What follows belongs to an exercise in optimizing a design on an open flow for small area; a production flow would make more cautious choices.
In this exercise RTL edits were held to simulation tests only and were not proved equivalent to the original.
The clock input has no modelled driver; a real chip could not lean on it and would need a root buffer or a full tree.
Power and IR drop assume default switching activity.

File: flow/design.v
module Top_Upcounter (
    input clk,
    input reset,
    input [1:0] sw,
    output [3:0] seg_comm,
    output [7:0] seg
);
    wire run_stop = sw[0];
    wire clear = sw[1];
    reg p2;
    reg [4:0] q;
    reg [1:0] g;
    wire [1:0] sel = {g[1], g[1] ^ g[0]};
    reg run;
    reg [15:0] bcd;
    wire q_in = (~q[0] & ~q[2] & ~q[3] & ~q[4]) | (q[0] & q[2] & ~q[4]) |
                (q[0] & ~q[2] & q[4]) | (~q[0] & q[2] & q[4]);
    wire q_m4 = (q[1] & q[3] & ~q[4]) | (~q[1] & ~q[3] & q[4]);
    wire q_24 = ~q[1] & ~q[2] & ~q[3] & q[4];
    wire tick2 = ~p2 & q_m4;
    wire tick1 = p2 & q_24 & g[1] & g[0];
    wire inc = ~clear & run_stop & tick1 & run;
    wire e1 = inc & bcd[3] & bcd[0];
    wire e2 = e1 & bcd[7] & bcd[4];
    wire e3 = e2 & bcd[11] & bcd[8];
    wire [15:0] bcd_n;
    bcd_step U_d0 (.d(bcd[3:0]), .e(inc), .n(bcd_n[3:0]));
    bcd_step U_d1 (.d(bcd[7:4]), .e(e1), .n(bcd_n[7:4]));
    bcd_step U_d2 (.d(bcd[11:8]), .e(e2), .n(bcd_n[11:8]));
    bcd_step U_d3 (.d(bcd[15:12]), .e(e3), .n(bcd_n[15:12]));
    always @(posedge clk, posedge reset) begin
        if (reset) begin
            p2  <= 0;
            q   <= 0;
            g   <= 0;
            run <= 0;
            bcd <= 0;
        end else begin
            p2 <= ~p2;
            q <= {q[3:0], q_in};
            if (tick2) g <= {g[0], ~g[1]};
            run <= (run & (clear | run_stop)) | (~clear & run_stop & tick1);
            bcd <= clear ? 16'd0 : bcd_n;
        end
    end
    fnd_controller U_fndcontroller (
        .sel(sel),
        .bcd(bcd),
        .seg_comm(seg_comm),
        .seg(seg)
    );
endmodule
module bcd_step (
    input [3:0] d,
    input e,
    output [3:0] n
);
    wire c = e & d[0];
    assign n[0] = d[0] ^ e;
    assign n[1] = d[1] ^ (c & ~d[3]);
    assign n[2] = d[2] ^ (c & d[1]);
    assign n[3] = c ? (d[2] & d[1]) : d[3];
endmodule
module fnd_controller (
    input [1:0] sel,
    input [15:0] bcd,
    output [3:0] seg_comm,
    output [7:0] seg
);
    assign seg_comm = ~(4'b0001 << sel);
    wire [3:0] d = bcd[4*sel +: 4];
    wire lo = ~d[3] & ~d[2] & ~d[1];       
    assign seg[0] = (lo & d[0]) | (d[2] & ~d[1] & ~d[0]);           
    assign seg[1] = d[2] & (d[1] ^ d[0]);                           
    assign seg[2] = ~d[2] & d[1] & ~d[0];                           
    assign seg[3] = (lo & d[0]) | (d[2] & ~(d[1] ^ d[0]));          
    assign seg[4] = d[0] | (d[2] & ~d[1]);                          
    assign seg[5] = (~d[3] & ~d[2] & d[0]) | (~d[2] & d[1]) | (d[1] & d[0]);  
    assign seg[6] = lo | (d[2] & d[1] & d[0]);                      
    assign seg[7] = 1'b1;
endmodule
File: flow/flow/run.sh
#!/bin/bash
# Own layout flow: the standard ORFS flow (standard.sh) with
#  - an area-oriented technology mapping in synthesis: the ABC script
#    flow/abc_area.script in place of ORFS's speed script, and no
#    half/full-adder extraction (ADDER_MAP_FILE empty);
#  - buf_1 cells as the port buffers;
#  - no dummy load cells in clock tree synthesis, and one clock buffer
#    (flow/post_cts.tcl, a buf_12) driving all the registers.
# Everything else, the registers and their names included, is the standard
# synthesis and layout. Each tool's output goes to orfs/logs and to the
# log files written here.
set -euo pipefail
W=$(pwd)
F=$W/flow
S=$W/synth_area

mkdir -p $S
# the standard synthesis script, with the ABC script argument replaced
python3 - "$FLOW_HOME/scripts/synth.tcl" "$S/synth_area.tcl" "$F/abc_area.script" <<'PY'
import sys
src, dst, abc = sys.argv[1:4]
s = open(src).read()
old = "  log_cmd abc {*}$abc_args"
assert s.count(old) == 1
s = s.replace(old, "  set abc_args [lreplace $abc_args 1 1 %s]\n%s" % (abc, old))
open(dst, "w").write(s)
PY
# The standard flow's synthesis wrapper, sourcing that script instead of ORFS's
sed "s|\$::env(SCRIPTS_DIR)/synth.tcl|$S/synth_area.tcl|" synth_recipe.tcl > $S/synth_top.tcl
grep -q "$S/synth_area.tcl" $S/synth_top.tcl

export CLK_ROOT_CELL=sky130_fd_sc_hd__buf_12
bash standard.sh \
    SYNTH_SCRIPT=$S/synth_top.tcl \
    ADDER_MAP_FILE= \
    "BUFFER_PORTS_ARGS=-buffer_cell sky130_fd_sc_hd__buf_1" \
    "CTS_ARGS=-sink_clustering_enable -repair_clock_nets -dont_use_dummy_load" \
    POST_CTS_TCL=$F/post_cts.tcl \
    finish > $W/flow_make.log 2>&1
File: flow/flow/abc_area.script
strash
dc2
dch -f
amap
strash
dc2
dch -f
amap
topo
File: flow/flow/post_cts.tcl
# After CTS: the design has few registers, so one clock buffer drives them all.
# CTS builds a root buffer and leaf buffers under it; move every sink of the
# leaf buffers onto the root buffer's output, remove the leaf buffers, and
# size the root buffer as CLK_ROOT_CELL.
set block [ord::get_db_block]
set port_net [[$block findBTerm clk] getNet]
set roots {}
foreach it [$port_net getITerms] {
  if {[$it isInputSignal] || [$it getIoType] eq "INPUT"} { lappend roots [$it getInst] }
}
if {[llength $roots] != 1} { error "post_cts: the clock port drives [llength $roots] cells, not one buffer" }
set root [lindex $roots 0]
set root_net [[$root findITerm X] getNet]
set removed 0
foreach it [$root_net getITerms] {
  set inst [$it getInst]
  if {$inst eq $root} { continue }
  if {![string match "sky130_fd_sc_hd__clkbuf_*" [[$inst getMaster] getName]]} { continue }
  set leaf_net [[$inst findITerm X] getNet]
  foreach lit [$leaf_net getITerms] {
    if {[$lit getInst] eq $inst} { continue }
    $lit disconnect
    $lit connect $root_net
  }
  foreach x [$inst getITerms] { if {[$x getNet] ne "NULL"} { $x disconnect } }
  odb::dbInst_destroy $inst
  odb::dbNet_destroy $leaf_net
  incr removed
}
puts "post_cts: removed $removed leaf clock buffers under [$root getName]"
replace_cell [$root getName] $::env(CLK_ROOT_CELL)
puts "post_cts: [$root getName] is now $::env(CLK_ROOT_CELL)"
estimate_parasitics -placement
report_clock_skew
File: flow/standard.sh
#!/bin/bash
# synth_recipe.tcl (not shown) runs the flow's synth.tcl, then flattens the netlist and writes it again
# the make line also repeats each setting of config.mk as NAME=value (left out here)
make -C /OpenROAD-flow-scripts/flow DESIGN_CONFIG=/design/flow/config.mk WORK_HOME=/design/flow/orfs CLKGATE_MAP_FILE= SYNTH_SCRIPT=/design/flow/synth_recipe.tcl "${@:-finish}"
File: flow/config.mk
export PLATFORM = sky130hd
export DESIGN_NAME = Top_Upcounter
export DESIGN_NICKNAME = Top_Upcounter
export VERILOG_FILES = /design/flow/design.v
export SDC_FILE = /design/flow/constraint.sdc
export NUM_CORES = 4
export LEC_CHECK = 0
export CAP_MARGIN = 20
export CORE_AREA = 2 2 62 62
export DIE_AREA = 0 0 64 64
export SLEW_MARGIN = 20
File: flow/constraint.sdc
create_clock -name core_clock -period 125.0 [get_ports {clk}]
set_input_delay 25.0000 -clock core_clock [delete_from_list [all_inputs] [get_ports {clk}]]
set_output_delay 25.0000 -clock core_clock [all_outputs]
set_load 0.01 [all_outputs]
==> summary.txt <==
Total power: 0.0000118 W
RSZ-0062 raised after global routing: false
Number of cell rows: 21
Number of global-route vias before repair: 948
Antenna-violating nets left: 0
Initial drt markers: 107
Final hold violations: 0
Post-Layout Cell Count: 190
Mapped Avg Cell Area: 8.83 sq um
Yosys reg bits: 25
Post-route DRC: 0
Syn Nets: 134
Status: no timing/DRC/antenna violations
Final nets: 150
Clock latency on the worst-skew pair: 0.13 ns
Vias/cell: 5.18
F_max: 36.6 MHz
Post-synthesis sequential area ratio: 54.5%
Min Tclk post-route: 27.35 ns
Die area: 4100 sq um
Crit Path Category: in2reg
Diode count: 0
Core region area: 3390 sq um
Inst Count DP: 189
Vias: 985
Sink Count: 25
Max-slew violation count: 0
Worst setup SP type: input pin
Worst hold margin: 0.412 ns
Total GRT Usage: 15.5%
Fin Setup TNS: 0 ns
Unique masters post-synth: 21
HP Class: reg2reg
Largest net degree at the start of global routing: 26
Layout area overhead: 10.7%
Clock slew seen by the registers of the worst setup and hold paths: 0.10 ns
Leakage: 0.528 nW
VDD IR max: 3.91 uV
Worst EP arrival: 27.36 ns
Die Wd: 64 microns
First-pass GRT wire length: 4300 microns
Worst Tran Pin Value: 0.879 ns
PwrDens: 9.26 nW/um^2
Worst-case clock skew: 0.00469 ns
Max-slew headroom: 41.0%
Port Buffer Count: 14
Mapped Cells: 130
Max capacitance violation total: 0
Die Height: 64 microns
Io pins: 16
Crit-path max FO: 18
Final core occ: 37.5%
WP data required: 125.00 ns
Layout cells sized above 1: 0.694%
First-pass iteration count of the detailed router: 5
HPWL reported at the end of detailed placement: 1880 microns
Fin crit share: 21.9%
Initial antenna violation count: 0
DRT Wirelength: 2470 microns
RePlAce Congestion: 0.760
DR WL/cell: 13.0 microns
Area of the mapped netlist: 1150 sq um
Synthesis warning total: 1
Worst Setup End Kind: flop
Endpoints failing setup: 0
Initial core utilization: 33.9%
GR Overflow Total: 0
## power breakdown
part | leakage, nW | internal [W] | switching, W | total [W]
clock | 0.00940 | 0.00000131 | 0.00000207 | 0.00000338
sequential | 0.335 | 0.00000808 | 0.000000000000205 | 0.00000808
combinational | 0.184 | 0.0000000323 | 0.000000265 | 0.000000298
total | 0.528 | 0.00000942 | 0.00000234 | 0.0000118
## Yosys cell counts, drive strengths merged
cell type,n,area share (%)
or3,1,0.55
a211oi,2,1.3
clkinv,17,5.6
nand2,10,3.3
and3,5,2.7
a21oi,14,6.1
a311oi,3,2.3
a22oi,1,0.65
o21ai,6,2.6
o22a,1,0.76
conb,1,0.33
buf,1,0.65
nor2b,2,1.1
dfrtp,25,55
nand3,3,1.3
nor2,19,6.2
nor3,8,3.5
o22ai,8,4.4
nor4b,1,0.76
o221ai,1,0.76
nor3b,1,0.65
## cells in the final DEF (no fill, tap or decap), types with 2 or more instances in the layout
cell      Yosys  final
a211oi_1      2      2
a21oi_1      14     14
a311oi_1      3      3
and3_1        5      5
buf_1         0     14
clkinv_1     17     17
dfrtp_1      25     25
nand2_1      10     10
nand3_1       3      3
nor2_1       19     19
nor2b_1       2      2
nor3_1        8      8
o21ai_0       6      6
o22ai_1       8      8
## path summary, 6_finish.rpt
| kind | from | endpoint | slack [ns] | cells past startpoint |
|---|---|---|---|---|
| worst min register to register | q[1]$_DFF_PP0_ | q[2]$_DFF_PP0_ | 0.41 | 0 |
| max in group asynchronous | reset | bcd[1]$_DFF_PP0_ | 99.69 | 2 |
| worst min-delay path | q[1]$_DFF_PP0_ | q[2]$_DFF_PP0_ | 0.41 | 0 |
| worst max-delay path | sw[1] | bcd[15]$_DFFE_PP0P_ | 97.65 | 15 |
| worst max register to register | g[1]$_DFFE_PP0P_ | bcd[15]$_DFFE_PP0P_ | 122.46 | 15 |
| min in group asynchronous | reset | bcd[9]$_DFF_PP0_ | 24.90 | 2 |
## per-stage QoR
step	area [sq um]	setup WS [ns]
floorplan	1150	98.36
global placement	1250	97.65
detailed placement	1250	97.51
global route	1270	97.31
finish	1270	97.65
## kinds of logic (layout without fill, tap and decap cells)
| kind of cell | Yosys count | in the layout | share of synthesized area (%) |
|---|---|---|---|
| AND/OR/NAND/NOR | 50 | 50 | 20.1 |
| buffers and inverters | 18 | 32 | 6.22 |
| flip-flops | 25 | 25 | 54.5 |
| AO/OA/AOI/OAI | 36 | 36 | 18.9 |
| other | 1 | 1 | 0.327 |
## registers in the layout, indices dropped and copies added (netlist names)
| name | cells |
|---|---|
| g | 2 |
| p2 | 1 |
| bcd | 16 |
| run | 1 |
| q | 5 |
## layer usage
metal  global-route usage (%)  routed length [microns]  vias up
met5                        0                        0        -
met4                     4.08                       49        0
met3                     2.46                      172        6
met2                     23.6                     1100       37
met1                     22.9                     1150      460
li1                         -                        -      482
## cell type report
| class | count | area [sq um] |
|---|---|---|
| Fill cell | 367 | 2120 |
| Sequential cell | 25 | 626 |
| Multi-Input combinational cell | 87 | 450 |
| Inverter | 17 | 63.8 |
| Tap cell | 46 | 57.6 |
| Timing Repair Buffer | 14 | 52.6 |
| Clock buffer | 1 | 20.0 |
## critical path, cell delays in order
cell and delay (ns):
buf_1 0.57, nor4b_1 0.13, nand3_1 0.13, nor2_1 0.05, nand2_1 0.13, nor2_1 0.07
nand2_1 0.09, clkinv_1 0.16, nand3_1 0.16, clkinv_1 0.18, nand3_1 0.16, clkinv_1 0.15
and3_1 0.21, a21oi_1 0.11, nor2_1 0.05

[static timing again, ports no longer ideal]
In the flow no input, the clock included, has a driving cell. The finished layout below was timed again as built, in two steps.
Step 1 assumes that a clkbuf_16 drives the clock port and a buf_2 every other input.
Step 2 also shifts input and output timing later by t, the mid clock arrival at the registers, as if the neighbouring blocks saw the same clock.
Slacks: no drivers / after step 1 / after step 2; pairs: no drivers / after step 1.
t (ns): 0.164
slack for setup (ns): 97.646 / 97.652 / 97.488
worst setup path after step 2: input to register
worst data-port slew with drivers (ns): 0.03
cell pins on the clock port's net: 1
After both steps this run still meets setup and hold. For this run, drivers alone change the setup slack by +0.006 ns; drivers and shift together by -0.158 ns.
